From an optimization exercise on the open Yosys and OpenROAD flow, aimed at small area; shortcuts taken in it are not production practice.
Where RTL was checked, it was by simulation tests only, not by an equivalence proof against the original.
Power is estimated from default activity; no workload was simulated.

Design fpga_debug_top, start of the top module:
module fpga_debug_top (
    input  logic clk,
    input  logic i_uart_rx_pin,
    output logic o_uart_tx_pin,
    input  logic rst_n,
    output logic led
);
Size: roughly 2300 flip-flops, about 5 I/O pins, about 0.050 mm^2 of cells after synthesis.
==> module registers, before the edit <==
module registers (
    input logic clk,
    input logic rst_n,
    input logic [7:0] head,
    input logic       wr_en,     
    input logic [7:0] wr_addr,
    input logic [7:0] wr_data,
    output logic [7:0] head_data,
    output logic       q_empty
);
  logic [2047:0] ring;
  logic clearing;
  logic [7:0] ring_in;
  logic v0, v1, v2, v3;
  logic [7:0] a0, a1, a2;
  logic [7:0] d0, d1, d2;
  logic apply, mv0, mv1, mv2;
  assign head_data = ring[2047:2040];
  assign q_empty = !(v0 | v1 | v2 | v3);
  assign apply = v0 && (a0 == head);
  assign mv0 = v1 && (!v0 || apply);
  assign mv1 = v2 && (!v1 || mv0);
  assign mv2 = v3 && (!v2 || mv1);
  always_comb begin
    if (clearing) ring_in = 8'h00;
    else if (apply) ring_in = d0;
    else ring_in = head_data;
  end
  always_ff @(posedge clk) begin
    ring <= {ring[2039:0], ring_in};
  end
  always_ff @(posedge clk or negedge rst_n) begin
    if (!rst_n) begin
      clearing <= 1'b1;
      v0 <= 1'b0;
      v1 <= 1'b0;
      v2 <= 1'b0;
      v3 <= 1'b0;
    end else begin
      if (head == 8'hFF) clearing <= 1'b0;
      v0 <= mv0 | (v0 & !apply);
      v1 <= mv1 | (v1 & !mv0);
      v2 <= mv2 | (v2 & !mv1);
      v3 <= wr_en | (v3 & !mv2);
    end
  end
  always_ff @(posedge clk) begin
    if (mv0) begin
      a0 <= a1;
      d0 <= d1;
    end
    if (mv1) begin
      a1 <= a2;
      d1 <= d2;
    end
    if (mv2) begin
      a2 <= wr_addr;
      d2 <= wr_data;
    end
  end
endmodule
==> flow/config.mk <==
export PLATFORM = sky130hd
export DESIGN_NAME = fpga_debug_top
export DESIGN_NICKNAME = fpga_debug_top
export VERILOG_FILES = /design/flow/design.v
export SDC_FILE = /design/flow/constraint.sdc
export NUM_CORES = 4
export LEC_CHECK = 0
export CAP_MARGIN = 20
export CORE_MARGIN = 2
export CORE_UTILIZATION = 60
export SLEW_MARGIN = 20
==> flow/constraint.sdc <==
create_clock -name core_clock -period 20.0 [get_ports {clk}]
set_input_delay 4.0000 -clock core_clock [delete_from_list [all_inputs] [get_ports {clk}]]
set_output_delay 4.0000 -clock core_clock [all_outputs]
set_load 0.01 [all_outputs]
standard.sh (not shown) runs the stock make flow with config.mk's settings and CLKGATE_MAP_FILE= SYNTH_SCRIPT=/design/flow/synth_recipe.tcl, a recipe that flattens the netlist after the stock synthesis.
==> flow/flow/run.sh <==
#!/bin/bash
set -euo pipefail
export CTS_ARGS="-sink_clustering_enable -repair_clock_nets -dont_use_dummy_load -buf_list sky130_fd_sc_hd__clkbuf_8 -sink_clustering_size 22 -sink_clustering_max_diameter 50"
bash standard.sh > standard_flow.log 2>&1
The starting point finished with timing, DRC and antenna clean.
Change:
--- a/flow/design.v
+++ b/flow/design.v
@@ -154,29 +154,28 @@
 module registers (
     input logic clk,
     input logic rst_n,
     input logic [7:0] head,
     input logic       wr_en,     
     input logic [7:0] wr_addr,
-    input logic [7:0] wr_data,
+    input logic [7:0] wr_data,   
     output logic [7:0] head_data,
     output logic       q_empty
 );
   logic [2047:0] ring;
   logic clearing;
   logic [7:0] ring_in;
-  logic v0, v1, v2, v3;
+  logic v0, v1, v2;
   logic [7:0] a0, a1, a2;
-  logic [7:0] d0, d1, d2;
-  logic apply, mv0, mv1, mv2;
+  logic [7:0] d0, d1;
+  logic apply, mv0, mv1;
   assign head_data = ring[2047:2040];
-  assign q_empty = !(v0 | v1 | v2 | v3);
+  assign q_empty = !(v0 | v1 | v2);
   assign apply = v0 && (a0 == head);
   assign mv0 = v1 && (!v0 || apply);
   assign mv1 = v2 && (!v1 || mv0);
-  assign mv2 = v3 && (!v2 || mv1);
   always_comb begin
     if (clearing) ring_in = 8'h00;
     else if (apply) ring_in = d0;
     else ring_in = head_data;
   end
   always_ff @(posedge clk) begin
@@ -185,34 +184,29 @@
   always_ff @(posedge clk or negedge rst_n) begin
     if (!rst_n) begin
       clearing <= 1'b1;
       v0 <= 1'b0;
       v1 <= 1'b0;
       v2 <= 1'b0;
-      v3 <= 1'b0;
     end else begin
       if (head == 8'hFF) clearing <= 1'b0;
       v0 <= mv0 | (v0 & !apply);
       v1 <= mv1 | (v1 & !mv0);
-      v2 <= mv2 | (v2 & !mv1);
-      v3 <= wr_en | (v3 & !mv2);
+      v2 <= wr_en | (v2 & !mv1);
     end
   end
   always_ff @(posedge clk) begin
     if (mv0) begin
       a0 <= a1;
       d0 <= d1;
     end
     if (mv1) begin
       a1 <= a2;
-      d1 <= d2;
-    end
-    if (mv2) begin
-      a2 <= wr_addr;
-      d2 <= wr_data;
+      d1 <= wr_data;
     end
+    if (wr_en) a2 <= wr_addr;
   end
 endmodule
 module command_parser (
     input logic clk,
     input logic rst_n,
     input  logic [4:0] code,     
Effect: Cell area falls slightly. Global-route usage went up by 0.17 points. Clock skew stays flat. Flip-flop and latch count shrinks by 9. Total power barely changes. Area after synthesis goes down slightly. Routed wire length came out higher slightly. Count of clock-buffer cells in the layout rose by 3. Critical path depth stays the same.
The RTL of the second run of this note was laid out without a check of its function.

## port drivers added, routing unchanged
The results above use ideal ports. As a check the final layouts listed here were re-extracted and re-timed, cells and wires unchanged.
Step 1: set_driving_cell puts a clkbuf_16 on clk and a buf_2 on each other input, an assumption about the parent block.
Step 2 moves the port delays by t, midway between the first and last clock arrival at a register: inputs arrive t later, outputs are due t later. That takes back most of the time a late clock gives input paths.
Slacks: no drivers / after step 1 / after step 2; pairs: no drivers / after step 1.
run | t, ns | setup slack, ns | slew at the worst register clock pin (ns) | pins driven straight from the clock port
the first run | 0.807 | 14.226 / 14.165 / 14.972 | 0.12 / 0.12 | 1
the second run | 0.815 | 14.135 / 14.075 / 14.889 | 0.12 / 0.12 | 1
After both steps every run listed still meets setup and hold.
